What follows belongs to an exercise in optimizing a design on an open flow for small area and a short achievable clock period; a production flow would make more cautious choices. Power figures rest on the tool's default switching activity, not on a simulated workload.

== gamma ==
==> flow/design.v <==
`timescale 1ns / 1ps
module processor_top (
    input wire clk,
    input wire resetn,
    input wire [15:0] instruction_input,
    input wire mem_write,
    output wire [15:0] PC_out
);
    integer i;
    function [14:0] encode(input [15:0] ins);
        reg [2:0] cls;
        reg [3:0] sub;
        begin
            case (ins[15:12])
                4'b0101: cls = 3'b000;
                4'b0001: cls = 3'b001;
                4'b0010: cls = 3'b010;
                4'b0011: cls = 3'b011;
                4'b1001: cls = 3'b100;
                4'b1101: cls = 3'b101;
                4'b1111: cls = 3'b110;
                default: cls = 3'b111;
            endcase
            case (ins[15:12])
                4'b0000:
                    case (ins[7:4])
                        4'b0101: sub = 4'b0000;
                        4'b1001: sub = 4'b0001;
                        4'b0001: sub = 4'b0010;
                        4'b0011: sub = 4'b0100;
                        4'b1101: sub = 4'b0101;
                        4'b1011: sub = 4'b1110;
                        default: sub = 4'b0011;
                    endcase
                4'b1000:
                    case (ins[7:4])
                        4'b0000: sub = 4'b0111;
                        4'b0001: sub = 4'b1000;
                        default: sub = 4'b0110;
                    endcase
                4'b0100:
                    case (ins[7:4])
                        4'b0000: sub = 4'b1001;
                        4'b0100: sub = 4'b1010;
                        4'b1000: sub = 4'b1011;
                        4'b1100: sub = 4'b1100;
                        default: sub = 4'b1110;
                    endcase
                4'b1100: sub = 4'b1101;
                default: sub = 4'b1110;
            endcase
            encode = {cls, ins[11:8], (cls == 3'b111) ? sub : ins[7:4], ins[3:0]};
        end
    endfunction
    reg st_e, st_w;                  
    wire st_f = ~st_e & ~st_w;
    always @(posedge clk or negedge resetn) begin
        if (!resetn) begin
            st_e <= 1'b0;
            st_w <= 1'b0;
        end else begin
            st_e <= st_f;
            st_w <= st_e;
        end
    end
    reg  [15:0] pc;
    wire [15:0] pc_next;
    always @(posedge clk or negedge resetn) begin
        if (!resetn)
            pc <= 16'd0;
        else if (st_w)
            pc <= pc_next;
    end
    assign PC_out = pc;
    reg [14:0] imem [0:31];
    reg [4:0]  ra;
    wire [14:0] wenc = encode(instruction_input);
    always @(posedge clk) begin
        for (i = 0; i < 32; i = i + 1)
            if (mem_write && pc[4:0] == i)
                imem[i] <= wenc;
    end
    always @(posedge clk or negedge resetn) begin
        if (!resetn)
            ra <= 5'd0;
        else
            ra <= pc[4:0];
    end
    reg [14:0] imem_q;
    always @(*) begin
        imem_q = 15'd0;
        for (i = 0; i < 32; i = i + 1)
            imem_q = imem_q | ({15{ra == i}} & imem[i]);
    end
    reg  [14:0] ir;
    always @(posedge clk) begin
        if (st_f)
            ir <= imem_q;
    end
    wire [2:0] cls = ir[14:12];
    wire [3:0] sop = ir[7:4];
    wire [3:0] rd  = ir[11:8];
    wire [3:0] rs  = ir[3:0];
    wire       oth = (cls == 3'b111);
    wire is_sub  = (cls == 3'b100) | (oth & sop == 4'b0001);
    wire is_sext = (cls == 3'b000) | (cls == 3'b100);
    wire is_lui  = (cls == 3'b110);
    wire is_lshi = oth & (sop == 4'b0111 | sop == 4'b1000);
    wire c_sum   = (cls == 3'b000) | (cls == 3'b100) | (oth & (sop == 4'b0000 | sop == 4'b0001));
    wire c_and   = (cls == 3'b001) | (oth & sop == 4'b0010);
    wire c_or    = (cls == 3'b010) | (oth & sop == 4'b0011);
    wire c_xor   = (cls == 3'b011) | (oth & sop == 4'b0100);
    wire c_pass  = (cls == 3'b101) | is_lui | (oth & sop == 4'b0101);
    wire c_sh    = oth & (sop == 4'b0110 | sop == 4'b0111 | sop == 4'b1000);
    wire c_ld    = oth & (sop == 4'b1001);
    wire wen     = c_sum | c_and | c_xor | c_pass | c_sh | c_ld | c_or;
    reg [15:0] rf [0:15];
    reg [15:0] rv;
    wire [15:0] wd;
    wire        rf_we = st_w & wen;
    always @(posedge clk) begin
        for (i = 0; i < 16; i = i + 1)
            if (rf_we && rd == i)
                rf[i] <= wd;
    end
    always @(posedge clk or negedge resetn) begin
        if (!resetn)
            rv <= 16'd0;
        else
            for (i = 0; i < 16; i = i + 1)
                if (rf_we && rd == i)
                    rv[i] <= 1'b1;
    end
    reg [15:0] rdat_d, rdat_s;
    always @(*) begin
        rdat_d = 16'd0;
        rdat_s = 16'd0;
        for (i = 0; i < 16; i = i + 1) begin
            rdat_d = rdat_d | ({16{rd == i && rv[i]}} & rf[i]);
            rdat_s = rdat_s | ({16{rs == i && rv[i]}} & rf[i]);
        end
    end
    reg [15:0] A, B;
    reg        sub_q;                
    wire [15:0] yimm = is_lui  ? {ir[7:0], 8'h00} :
                       is_lshi ? {11'd0, sop[3], ir[3:0]} :
                                 {{8{is_sext & ir[7]}}, ir[7:0]};
    wire        use_imm = ~oth | is_lshi;
    wire [15:0] y = use_imm ? yimm : rdat_s;
    always @(posedge clk) begin
        A <= rdat_d;
        B <= is_sub ? ~y : y;
        sub_q <= is_sub;
    end
    reg [15:0] dmem [0:31];
    reg        sp;                   
    always @(posedge clk) begin
        sp <= st_e & oth & (sop == 4'b1010);
        for (i = 0; i < 32; i = i + 1)
            if (sp && B[4:0] == i)
                dmem[i] <= A;
    end
    reg [15:0] mdata;
    always @(*) begin
        mdata = 16'd0;
        for (i = 0; i < 32; i = i + 1)
            mdata = mdata | ({16{B[4:0] == i}} & dmem[i]);
    end
    wire z = ~|(A | B);
    reg  taken;
    always @(*) begin
        case (rd)
            4'd0, 4'd13: taken = z;
            4'd1, 4'd12: taken = ~z;
            4'd3, 4'd5, 4'd7, 4'd9, 4'd10, 4'd14: taken = 1'b1;
            default: taken = 1'b0;
        endcase
    end
    wire is_jal = oth & (sop == 4'b1011);
    wire is_jc  = oth & (sop == 4'b1100);
    wire is_bc  = oth & (sop == 4'b1101);
    wire jump   = is_jal | (is_jc & taken);
    wire inc    = ~(is_bc & taken) | ir[0];
    wire [15:0] pc_inc = pc + 16'd1;
    assign pc_next = jump ? B : (inc ? pc_inc : pc);
    wire [16:0] sum1 = {A, 1'b1} + {B, sub_q};
    wire [15:0] sum  = sum1[16:1];
    wire [31:0] shx = {16'd0, A} << {~B[4], B[3:0]};
    assign wd = ({16{c_sum}}  & sum)      |
                ({16{c_and}}  & (A & B))  |
                ({16{c_or}}   & (A | B))  |
                ({16{c_xor}}  & (A ^ B))  |
                ({16{c_pass}} & B)        |
                ({16{c_sh}}   & shx[31:16]) |
                ({16{c_ld}}   & mdata);
endmodule
Settings: LEC_CHECK=0, CAP_MARGIN=20, CORE_MARGIN=2, CORE_UTILIZATION=55, SLEW_MARGIN=20; clock period 15.0 ns.
standard.sh (not shown) runs the stock make flow with config.mk's settings and CLKGATE_MAP_FILE= SYNTH_SCRIPT=/design/flow/synth_recipe.tcl, a recipe that flattens the netlist after the stock synthesis.
==> flow/flow/run.sh <==
#!/bin/bash
# The standard layout (the standard.sh: ORFS synthesis through finish), with timing repair
# asked to keep more setup slack than the clock period needs, so that it also shortens the paths
# that already meet the clock, and clock tree synthesis without dummy loads. The clock,
# constraints and everything else are the standard flow's.
set -euo pipefail
bash standard.sh SETUP_SLACK_MARGIN=11 \
  "CTS_ARGS=-sink_clustering_enable -repair_clock_nets -dont_use_dummy_load -sink_clustering_size 30 -sink_clustering_max_diameter 60" \
  finish > make_finish.log 2>&1
## Diff of input files: delta against gamma
--- a/flow/design.v
+++ b/flow/design.v
@@ -75,9 +75,14 @@
     reg [14:0] imem [0:31];
     reg [4:0]  ra;
-    wire [14:0] wenc = encode(instruction_input);
-    always @(posedge clk) begin
-        for (i = 0; i < 32; i = i + 1)
-            if (mem_write && pc[4:0] == i)
-                imem[i] <= wenc;
+    reg        pw;
+    reg [4:0]  pa;
+    reg [14:0] pd;
+    always @(posedge clk) begin
+        pw <= mem_write;
+        pa <= pc[4:0];
+        pd <= encode(instruction_input);
+        for (i = 0; i < 32; i = i + 1)
+            if (pw && pa == i)
+                imem[i] <= pd;
     end
     always @(posedge clk or negedge resetn) begin
@@ -94,7 +99,8 @@
     end
     reg  [14:0] ir;
+    wire [14:0] ifetch = (pw && pa == ra) ? pd : imem_q;
     always @(posedge clk) begin
         if (st_f)
-            ir <= imem_q;
+            ir <= ifetch;
     end
     wire [2:0] cls = ir[14:12];
@@ -132,12 +138,10 @@
                     rv[i] <= 1'b1;
     end
-    reg [15:0] rdat_d, rdat_s;
-    always @(*) begin
-        rdat_d = 16'd0;
-        rdat_s = 16'd0;
-        for (i = 0; i < 16; i = i + 1) begin
-            rdat_d = rdat_d | ({16{rd == i && rv[i]}} & rf[i]);
-            rdat_s = rdat_s | ({16{rs == i && rv[i]}} & rf[i]);
-        end
+    wire [3:0] raddr = st_f ? ifetch[11:8] : rs;
+    reg [15:0] rdat;
+    always @(*) begin
+        rdat = 16'd0;
+        for (i = 0; i < 16; i = i + 1)
+            rdat = rdat | ({16{raddr == i && rv[i]}} & rf[i]);
     end
     reg [15:0] A, B;
@@ -147,7 +151,8 @@
                                  {{8{is_sext & ir[7]}}, ir[7:0]};
     wire        use_imm = ~oth | is_lshi;
-    wire [15:0] y = use_imm ? yimm : rdat_s;
-    always @(posedge clk) begin
-        A <= rdat_d;
+    wire [15:0] y = use_imm ? yimm : rdat;
+    always @(posedge clk) begin
+        if (st_f)
+            A <= rdat;
         B <= is_sub ? ~y : y;
         sub_q <= is_sub;
### Flow results
- The total met3 wirelength after detailed routing of delta is lower than that of gamma.
- Per the comparison of delta with gamma, setup slack went down by 0.040 ns, number of instances resized during post-cts repair went up by about 70%.
- Cmp gamma and delta / number of storage elements in the synthesis netlist / lower: gamma
- Compared to gamma, the number of flip-flops in delta is higher.
- Going from gamma to delta, number of buffers inserted during clock tree synthesis grew by a few percent.
- Higher gate count of the mapped netlist was reported by delta, not gamma.
- Delta (delta minus gamma): slew of the pin with the lowest slew margin down 0.048 ns, share of power burned in registers down 1.7 points, power consumption up 0.00089 W, part of the cycle the worst path needs up 0.27 points.
- Between gamma and delta, initial cell density of the core is lower for delta, gamma comes in above that.
- Comparing gamma and delta, the higher layout overhead on the synthesized area was measured on delta.
- Sort gamma and delta by worst voltage drop across the vdd grid desc -> top: gamma
No functional check of the RTL was part of any run of this note.

afterwards: timing with drivers on the ports:
In the flow no input, the clock included, has a driving cell. The finished layouts below were timed again as built, in two steps. Step 1, drivers: a clkbuf_16 drives clk and a buf_2 each remaining input, both assumed. Step 2 times the ports against the registers' clock, not the clock port: input delays grow and output delays shrink by t, the midpoint of the rising clock arrivals with the driver on. a / b / c = ideal ports / drivers / drivers and shift; a / b = the first two.
| run | t, ns | slack for setup (ns) | worst setup path after step 2 |
|---|---|---|---|
| gamma | 0.744 | 10.691 / 10.621 / 10.223 | input to register |
| delta | 0.748 | 10.651 / 10.583 / 10.365 | input to register |
After both steps setup and hold are still met in every run listed. For gamma, which loses most, drivers alone change the setup slack by -0.070 ns; drivers and shift together by -0.468 ns.
